This is an optimization exercise on Yosys and OpenROAD, whose aim is small area and a short achievable clock period, not a production implementation.
Function was not checked in any run shown here: the RTL went through the layout flow alone.
Power is estimated from default activity; no workload was simulated.

==> flow/design.v (outline; a module is shown in full before it is edited, if it fits) <==
// module ksa_inv: 5 lines
// module ksa_nand2: 5 lines
// module ksa_nor2: 5 lines
// module ksa_nand3: 5 lines
// module ksa_nand4: 5 lines
// module ksa_and2: 5 lines
// module ksa_and3: 5 lines
// module ksa_and4: 5 lines
// module ksa_xor2: 5 lines
// module ksa_xnor2: 5 lines
// module ksa_aoi21: 5 lines
// module ksa_a21boi: 5 lines
// module ksa_oai21: 5 lines
// module ksa_fa: 7 lines
// module ksa_ha: 6 lines
// module VKSA_blocks: 263 lines
// module VKSA_256: 1701 lines
// module VKSA_256_top: 21 lines
module VKSA_256_top (in_clk, in_A, in_B, in_CI, out_S, out_CO);
  // ...
==> flow/flow/run.sh <==
#!/bin/bash
# Standard synthesis and layout, with plain minimum-size buffers on the ports
# (buffer_ports would otherwise pick clkdlybuf4s50_1, a slow delay cell), and
# with every gate reset to its smallest drive strength after global placement
# (flow/downsize.tcl), so that timing repair upsizes only what it needs.
set -euo pipefail
bash standard.sh synth > synth.log 2>&1
bash standard.sh "BUFFER_PORTS_ARGS=-buffer_cell sky130_fd_sc_hd__buf_1" \
  "POST_GLOBAL_PLACE_TCL=$PWD/flow/downsize.tcl" finish > layout.log 2>&1
==> flow/flow/downsize.tcl <==
# Start timing repair from minimum-size gates: every combinational cell that
# synthesis mapped to a larger drive strength is swapped for the smallest cell
# of the same function (same name but for the drive-strength suffix). The
# resizer then upsizes only the gates that timing needs.
set n 0
set saved 0.0
foreach inst [get_cells *] {
  set lc [get_lib_cells -of_objects $inst]
  if {$lc eq "" || $lc eq "NULL"} { continue }
  set name [get_name $lc]
  if {![regexp {^(sky130_fd_sc_hd__[a-z0-9]+)_([0-9]+)$} $name -> base drive]} { continue }
  if {[string match "*df*" $base] || [string match "*clk*" $base] || [string match "*tap*" $base]} { continue }
  set best $name
  set best_area [get_property $lc area]
  foreach cand [get_lib_cells ${base}_*] {
    set cname [get_name $cand]
    if {![regexp "^${base}_\[0-9\]+\$" $cname]} { continue }
    if {[get_property $cand dont_use]} { continue }
    set a [get_property $cand area]
    if {$a < $best_area} { set best $cname; set best_area $a }
  }
  if {$best ne $name} {
    set saved [expr {$saved + [get_property $lc area] - $best_area}]
    replace_cell $inst [get_lib_cells $best]
    incr n
  }
}
puts "downsize.tcl: downsized $n cells, [format %.1f $saved] um2"
==> flow/standard.sh <==
#!/bin/bash
# synth_recipe.tcl (not shown) runs the flow's synth.tcl, then flattens the netlist and writes it again
# the make line also repeats each setting of config.mk as NAME=value (left out here)
make -C /OpenROAD-flow-scripts/flow DESIGN_CONFIG=/design/flow/config.mk WORK_HOME=/design/flow/orfs CLKGATE_MAP_FILE= SYNTH_SCRIPT=/design/flow/synth_recipe.tcl "${@:-finish}"
==> flow/config.mk <==
export PLATFORM = sky130hd
export DESIGN_NAME = VKSA_256_top
export DESIGN_NICKNAME = VKSA_256_top
export VERILOG_FILES = /design/flow/design.v
export SDC_FILE = /design/flow/constraint.sdc
export NUM_CORES = 4
export LEC_CHECK = 0
export CAP_MARGIN = 20
export CORE_AREA = 17 17 227 227
export CTS_CLUSTER_DIAMETER = 120
export CTS_CLUSTER_SIZE = 24
export DIE_AREA = 0 0 244 244
export PLACE_DENSITY = 0.5
export SETUP_SLACK_MARGIN = 3.2
export SLEW_MARGIN = 20
export SYNTH_HIERARCHICAL = 1
export TNS_END_PERCENT = 5
==> flow/constraint.sdc <==
create_clock -name core_clock -period 5.5 [get_ports {in_clk}]
set_input_delay 1.1000 -clock core_clock [delete_from_list [all_inputs] [get_ports {in_clk}]]
set_output_delay 1.1000 -clock core_clock [all_outputs]
set_load 0.01 [all_outputs]
==> impl_metrics.sql, run 1 <==
INSERT INTO impl_metrics (metric_group, metric, value, unit) VALUES
('die', 'nWellTaps', '585', ''),
('synthesis', 'netlist_top_cells_count', 'sky130_fd_sc_hd__dfxtp_1, sky130_fd_sc_hd__fa_1, sky130_fd_sc_hd__nor2_1', ''),
('die', 'pin_count', '771', ''),
('worst_hold_path', 'hold_path_class', 'reg -> reg', ''),
('synthesis', 'synth.top_cells.by_area', 'sky130_fd_sc_hd__dfxtp_1, sky130_fd_sc_hd__fa_1, sky130_fd_sc_hd__xor2_1, sky130_fd_sc_hd__a21oi_2, sky130_fd_sc_hd__xnor2_1', ''),
('timing', 'hold-worst-slack', '0.3333', 'ns'),
('layout', 'final_cell_mix', 'sky130_fd_sc_hd__buf_1, sky130_fd_sc_hd__dfxtp_1, sky130_fd_sc_hd__fa_1', ''),
('flow_run', 'cap_viol_max_count', '0', ''),
('setup_path', 'ordered_cell_list_for_the_critical_path', 'and4_1, a21oi_1, o21ai_2, a21oi_2, buf_4, o21ai_2, a21oi_2, o21ai_4, a21oi_4, nor2_1, xor2_1', ''),
('setup_path', 'startpoint_of_the_lowest_slack_register_to_register_path', 'r_bs[101]', ''),
('layout', 'antenna_cells', '6', ''),
('timing', 'fmax', '425.0', 'MHz'),
('setup_path', 'r2r.worst_path.cells', '11', ''),
('layout', 'non_clock_buffer_count', '808', ''),
('timing', 'hold_viol_final', '0', ''),
('timing', 'final_min_period_over_clock_period', '42.78', '%'),
('setup_path', 'cp-startpoint', 'r_bs[101]', ''),
('setup_path', 'worstSetupEndpointType', 'flip-flop', ''),
('layout', 'layout.cells.most_common', 'sky130_fd_sc_hd__buf_1', ''),
('timing', 'clock-skew-final', '0.02716', 'ns'),
('synthesis', 'synthesis.area_per_instance', '12.32', 'µm²'),
('grt', 'grt_remaining_overflow', '0', ''),
('drt', 'ant_nets', '0', ''),
('setup_path', 'worstSetupPathType', 'reg -> reg', ''),
('timing', 'final_critical_path_setup_slack', '3.147', 'ns'),
('layout', 'number_of_flip_flops_and_latches', '578', ''),
('synthesis', 'synth_top_cell_by_area', 'sky130_fd_sc_hd__dfxtp_1', ''),
('worst_hold_path', 'hold_path.startpoint', 'r_bs[0]', ''),
('clock_network', 'clockBufferDepth', '3', ''),
('setup_path', 'cp_max_fo', '5', ''),
('setup_path', 'terminus_of_the_critical_flop_to_flop_path', 'out_S[158]', ''),
('clock_network', 'cts.htree.levels', '1', ''),
('synthesis', 'post-synth-top-count-cell', 'sky130_fd_sc_hd__dfxtp_1', ''),
('grt', 'grt_pass1_wl', '113300', 'µm'),
('synthesis', 'ys_seq_area_share', '51.93', '%'),
('run_status', 'outcome', 'timing/DRC/antenna clean', ''),
('layout', 'nMultiInputCombCells', '1167', ''),
('pwr', 'netSwitchingPower', '3.243', 'mW');
==> run 2, diff against run 1 <==
--- a/flow/config.mk
+++ b/flow/config.mk
@@ -7,8 +7,8 @@
 export LEC_CHECK = 0
 export CAP_MARGIN = 20
 export CORE_AREA = 17 17 227 227
-export CTS_CLUSTER_DIAMETER = 120
-export CTS_CLUSTER_SIZE = 24
+export CTS_CLUSTER_DIAMETER = 150
+export CTS_CLUSTER_SIZE = 30
 export DIE_AREA = 0 0 244 244
 export PLACE_DENSITY = 0.5
 export SETUP_SLACK_MARGIN = 3.2
==> impl_metrics.sql, run 2 <==
INSERT INTO impl_metrics (metric_group, metric, value, unit) VALUES
('synthesis', 'synth_warnings', '7', ''),
('drt', 'detail_route.wl_per_cell', '24.94', 'µm'),
('pwr', 'internal-power', '6.741', 'mW'),
('timing', 'report.final.setup_viol', '0', ''),
('pwr', 'netSwitchingPower', '3.204', 'mW'),
('timing', 'slew_viol_final', '0', ''),
('synthesis', 'ys_async_sr_fraction', '0', '%'),
('pwr', 'power.combinational.fraction', '23.6', '%'),
('clock_network', 'cts_tree', 'yes', ''),
('grt', 'global_route_usage_over_all_layers', '25.14', '%'),
('run_status', 'outcome', 'timing/DRC/antenna clean', ''),
('setup_path', 'worstSetupPathType', 'reg -> out', ''),
('synthesis', 'yosys-mux-area-fraction', '0', '%'),
('placement', 'hpwl_reported_at_the_end_of_detailed_placement', '70660', 'µm'),
('die', 'core_area', '43360', 'µm²'),
('placement', 'io_buffers', '770', ''),
('grt', 'first_global_vias', '16830', ''),
('clock_network', 'cts_sinks', '578', ''),
('setup_path', 'cp_max_fo', '1', ''),
('synthesis', 'ys_seq_area_share', '51.93', '%'),
('pwr', 'sw_frac_of_total', '32.22', '%'),
('die', 'rows', '76', ''),
('layout', 'layout.core_utilization', '64.19', '%'),
('layout', 'nNetsFinal', '3410', ''),
('die', 'floorplan.initialDensity', '51.39', '%'),
('setup_path', 'worst_endpoint_required_time', '4.40', 'ns'),
('timing', 'timing_worst_slew_pin_value', '0.3891', 'ns'),
('pwr', 'p_per_area', '357.3', 'nW/µm²'),
('layout', 'layout_top_registers', 'out_S x256, r_bs x256, r_bg x65', ''),
('synthesis', 'synthesis.area_per_instance', '12.32', 'µm²'),
('pwr', 'power.ir.vdd_worst', '0.1998', 'mV'),
('synthesis', 'number_of_flops_mapped_to_enable_cells_by_yosys', '0', ''),
('drt', 'routed_via_density', '4.922', ''),
('clock_network', 'clockBufferDepth', '3', ''),
('clock_network', 'clk_latency', '0.56', 'ns'),
('synthesis', 'synth-xor-area-share', '9.944', '%'),
('drt', 'router_iterations_before_antenna_repair', '5', ''),
('synthesis', 'synth-seq-cells', '578', ''),
('clock_network', 'clk_transition_reported_paths', '0.12', 'ns'),
('setup_path', 'worst_setup_path_start_kind', 'flip-flop', ''),
('layout', 'layout.cells.most_common', 'sky130_fd_sc_hd__buf_1', ''),
('timing', 'timing.max_slew.rel_slack', '74.06', '%'),
('clock_network', 'cts.htree.levels', '1', ''),
('synthesis', 'synth.top_cells.by_area', 'sky130_fd_sc_hd__dfxtp_1, sky130_fd_sc_hd__fa_1, sky130_fd_sc_hd__xor2_1, sky130_fd_sc_hd__a21oi_2, sky130_fd_sc_hd__xnor2_1', ''),
('placement', 'placed_cells_incl_taps', '3161', ''),
('grt', 'grt_remaining_overflow', '0', ''),
('synthesis', 'synthAdderAreaFrac', '20.84', '%'),
('worst_hold_path', 'hold_path_class', 'reg -> reg', ''),
('setup_path', 'max_stage_delay', '0.47', 'ns'),
('layout', 'multi_input_logic_area', '11420', 'µm²'),
('grt', 'grt_start_max_net_pins', '31', ''),
('synthesis', 'synth_top_cell_by_area', 'sky130_fd_sc_hd__dfxtp_1', ''),
('flow_run', 'cap_viol_max_count', '0', ''),
('die', 'pin_count', '771', ''),
('pwr', 'total_leakage_power', '10.84', 'nW'),
('synthesis', 'synth.cell_area', '22280', 'µm²'),
('setup_path', 'crit_arrival', '1.23', 'ns'),
('synthesis', 'post-synth-top-count-cell', 'sky130_fd_sc_hd__dfxtp_1', ''),
('synthesis', 'post_synth_num_cell_types', '14', ''),
('synthesis', 'synthesis.instances', '1809', ''),
('synthesis', 'netlist_top_cells_count', 'sky130_fd_sc_hd__dfxtp_1, sky130_fd_sc_hd__fa_1, sky130_fd_sc_hd__nor2_1', ''),
('setup_path', 'worstSetupEndpointType', 'primary output', ''),
('timing', 'grt_setup_unrepaired', 'true', ''),
('timing', 'fin_tns_setup', '0', 'ns'),
('pwr', 'clockPowerShare', '19.9', '%'),
('grt', 'grt_pass1_wl', '113600', 'µm'),
('layout', 'areaGrowthSynthToFinish', '24.91', '%'),
('synthesis', 'synth_compound_area_share', '6.322', '%'),
('setup_path', 'ordered_cell_list_for_the_critical_path', 'buf_1', ''),
('synthesis', 'synth_top_area_share', '51.93', '%'),
('synthesis', 'synth_nets', '2579', ''),
('drt', 'first_iter_violations', '630', ''),
('drt', 'wire_length_reported_by_the_detailed_router', '80420', 'µm'),
('synthesis', 'synth_simple_gate_area_share', '9.837', '%'),
('timing', 'final.min_clock_period', '2.328', 'ns'),
('setup_path', 'critical_path.top_delay_family', 'flip-flops', ''),
('timing', 'clock-skew-final', '0.03225', 'ns'),
('layout', 'final_cell_mix', 'sky130_fd_sc_hd__buf_1, sky130_fd_sc_hd__dfxtp_1, sky130_fd_sc_hd__fa_1', ''),
('clock_network', 'clk_root_buffer_cell', 'sky130_fd_sc_hd__clkbuf_16', ''),
('synthesis', 'synth_top_family_by_area', 'adder cells', ''),
('drt', 'routed-via-count', '15870', ''),
('die', 'die_area', '59540', 'µm²'),
('setup_path', 'worst_path_max_delay_cell', 'sky130_fd_sc_hd__dfxtp_1', ''),
('timing', 'final_min_period_over_clock_period', '42.33', '%'),
('timing', 'fmax', '429.5', 'MHz'),
('pwr', 'seqPwrFrac', '56.5', '%'),
('drt', 'ant_nets', '0', ''),
('layout', 'num-fill-cells', '3591', ''),
('layout', 'seq_area', '11660', 'µm²'),
('timing', 'hold-worst-slack', '0.3373', 'ns'),
('die', 'die_w', '244', 'µm'),
('clock_network', 'hold_buffers', '0', ''),
('drt', 'drc_errors', '0', ''),
('pwr', 'total_power_consumption', '9.945', 'mW'),
('layout', 'layout-drive-gt1-share', '14.44', '%'),
('clock_network', 'cts_buffers', '23', ''),
('setup_path', 'critical_path_buf_inv_count', '1', ''),
('die', 'die_h', '244', 'µm'),
('layout', 'final-instance-count-excl-fill', '3225', ''),
('synthesis', 'synth_ff_type', 'sky130_fd_sc_hd__dfxtp_1', ''),
('timing', 'hold_viol_final', '0', ''),
('grt', 'antenna_found_initial', '2', '');
==> run 2: cell counts after synthesis <==
Identical to the previous run, type by type.
==> run 2: metrics by stage <==
stage                     setup slack (ns)  area, µm²
after floorplan                      2.920      22340
after global placement               2.284      25940
after detailed placement            0.6947      25440
after CTS                            3.125      26810
after global routing                 3.102      27830
final                                3.172      27830
==> run 2: kinds of logic (layout without fill, tap and decap cells) <==
kind of cell | after synthesis | in the layout
other | 0 | 1
AO/OA/AOI/OAI | 193 | 193
adder cells (fa/ha/maj) | 256 | 256
buffers and inverters | 64 | 894
XOR/XNOR | 253 | 253
AND/OR/NAND/NOR | 465 | 465
flip-flops | 578 | 578
==> run 2: what timing repair did <==
item	CTS	global route
gates cloned	0	0
endpoints found under the setup margin	252	199
pin swaps	12	34
resized for setup	143	282
buffers inserted	18	21
==> run 2: layout make-up <==
class | count | area share (%)
clock buffer | 23 | 2.068
tap | 585 | 2.630
sequential | 578 | 41.89
antenna | 1 | 0.008990
inverter | 61 | 0.8226
multi-input combinational | 1167 | 41.02
timing repair buffer | 809 | 11.45
clock inverter | 1 | 0.1079
==> run 2: final timing paths <==
| check | endpoint | slack, ns | cells after the start | startpoint |
|---|---|---|---|---|
| max | out_S[58] | 3.17 | 1 | out_S[58] |
| min reg2reg | out_S[0] | 0.34 | 0 | r_bs[0] |
| min | out_S[0] | 0.34 | 0 | r_bs[0] |
| max reg2reg | out_S[250] | 3.19 | 10 | r_bs[53] |
==> run 2: power groups by stage <==
stage               registers (mW)  logic, mW  clock network, mW
finish                        5.62       2.35               1.98
CTS                           5.59       2.30               2.04
global route                  5.70       2.57               2.17
detailed placement            5.67       2.19                  0
global placement              5.67       2.25                  0
floorplan                     5.76      0.826                  0
==> run 2: modules after synthesis (local to each module, per instance), excerpt <==
module        copies in the design  flops+latches  cells  cell area (µm²)
VKSA_256_top                     1            578    578            11570
VKSA_256                         1              0      3            22.52
ksa_fa                         192              0      1            20.02
ksa_ha                          64              0      1            12.51
ksa_and4                        63              0      1            8.758
ksa_xnor2                      105              0      1            8.758
ksa_xor2                       148              0      1            8.758
ksa_nand4                       21              0      1            6.256
ksa_nand3                       63              0      1            5.005
ksa_oai21                       75              0      1            5.005
ksa_nor2                       180              0      1            3.754
ksa_inv                         61              0      1            3.754
==> run 2: per-layer routing <==
| layer | global-route usage [%] | routed length, µm | share of wire [%] | vias to the layer above |
|---|---|---|---|---|
| li1 | - | - | - | 7554 |
| met1 | 28.02 | 29960 | 37 | 7717 |
| met2 | 47.92 | 43300 | 54 | 526 |
| met3 | 6.624 | 5480 | 6.8 | 76 |
| met4 | 4.325 | 1690 | 2.1 | 0 |
| met5 | 0 | 0 | 0 | - |

separate check: timing with driven ports:
How much do the figures lean on ideal ports? The routed layouts below were timed once more, with nothing changed but the port constraints. Step 1 (the two cells are an assumption about what drives the block):
set clk [get_ports {in_clk}]
set_driving_cell -lib_cell sky130_fd_sc_hd__clkbuf_16 $clk
set_driving_cell -lib_cell sky130_fd_sc_hd__buf_2 [delete_from_list [all_inputs] $clk]
Step 2 moves the port delays by t, midway between the first and last clock arrival at a register: inputs arrive t later, outputs are due t later. That takes back most of the time a late clock gives input paths. Slacks: ideal ports / drivers / drivers and shift; pairs: ideal ports / drivers.
run	t (ns)	slack for setup (ns)	pins driven straight from the clock port
run 1	0.637	3.147 / 3.094 / 2.591	1
run 2	0.611	3.172 / 3.110 / 2.599	1
After both steps setup and hold are still met in every run listed. The setup slack of run 2, which loses most, moves by -0.062 ns with the drivers and by -0.573 ns with both steps.
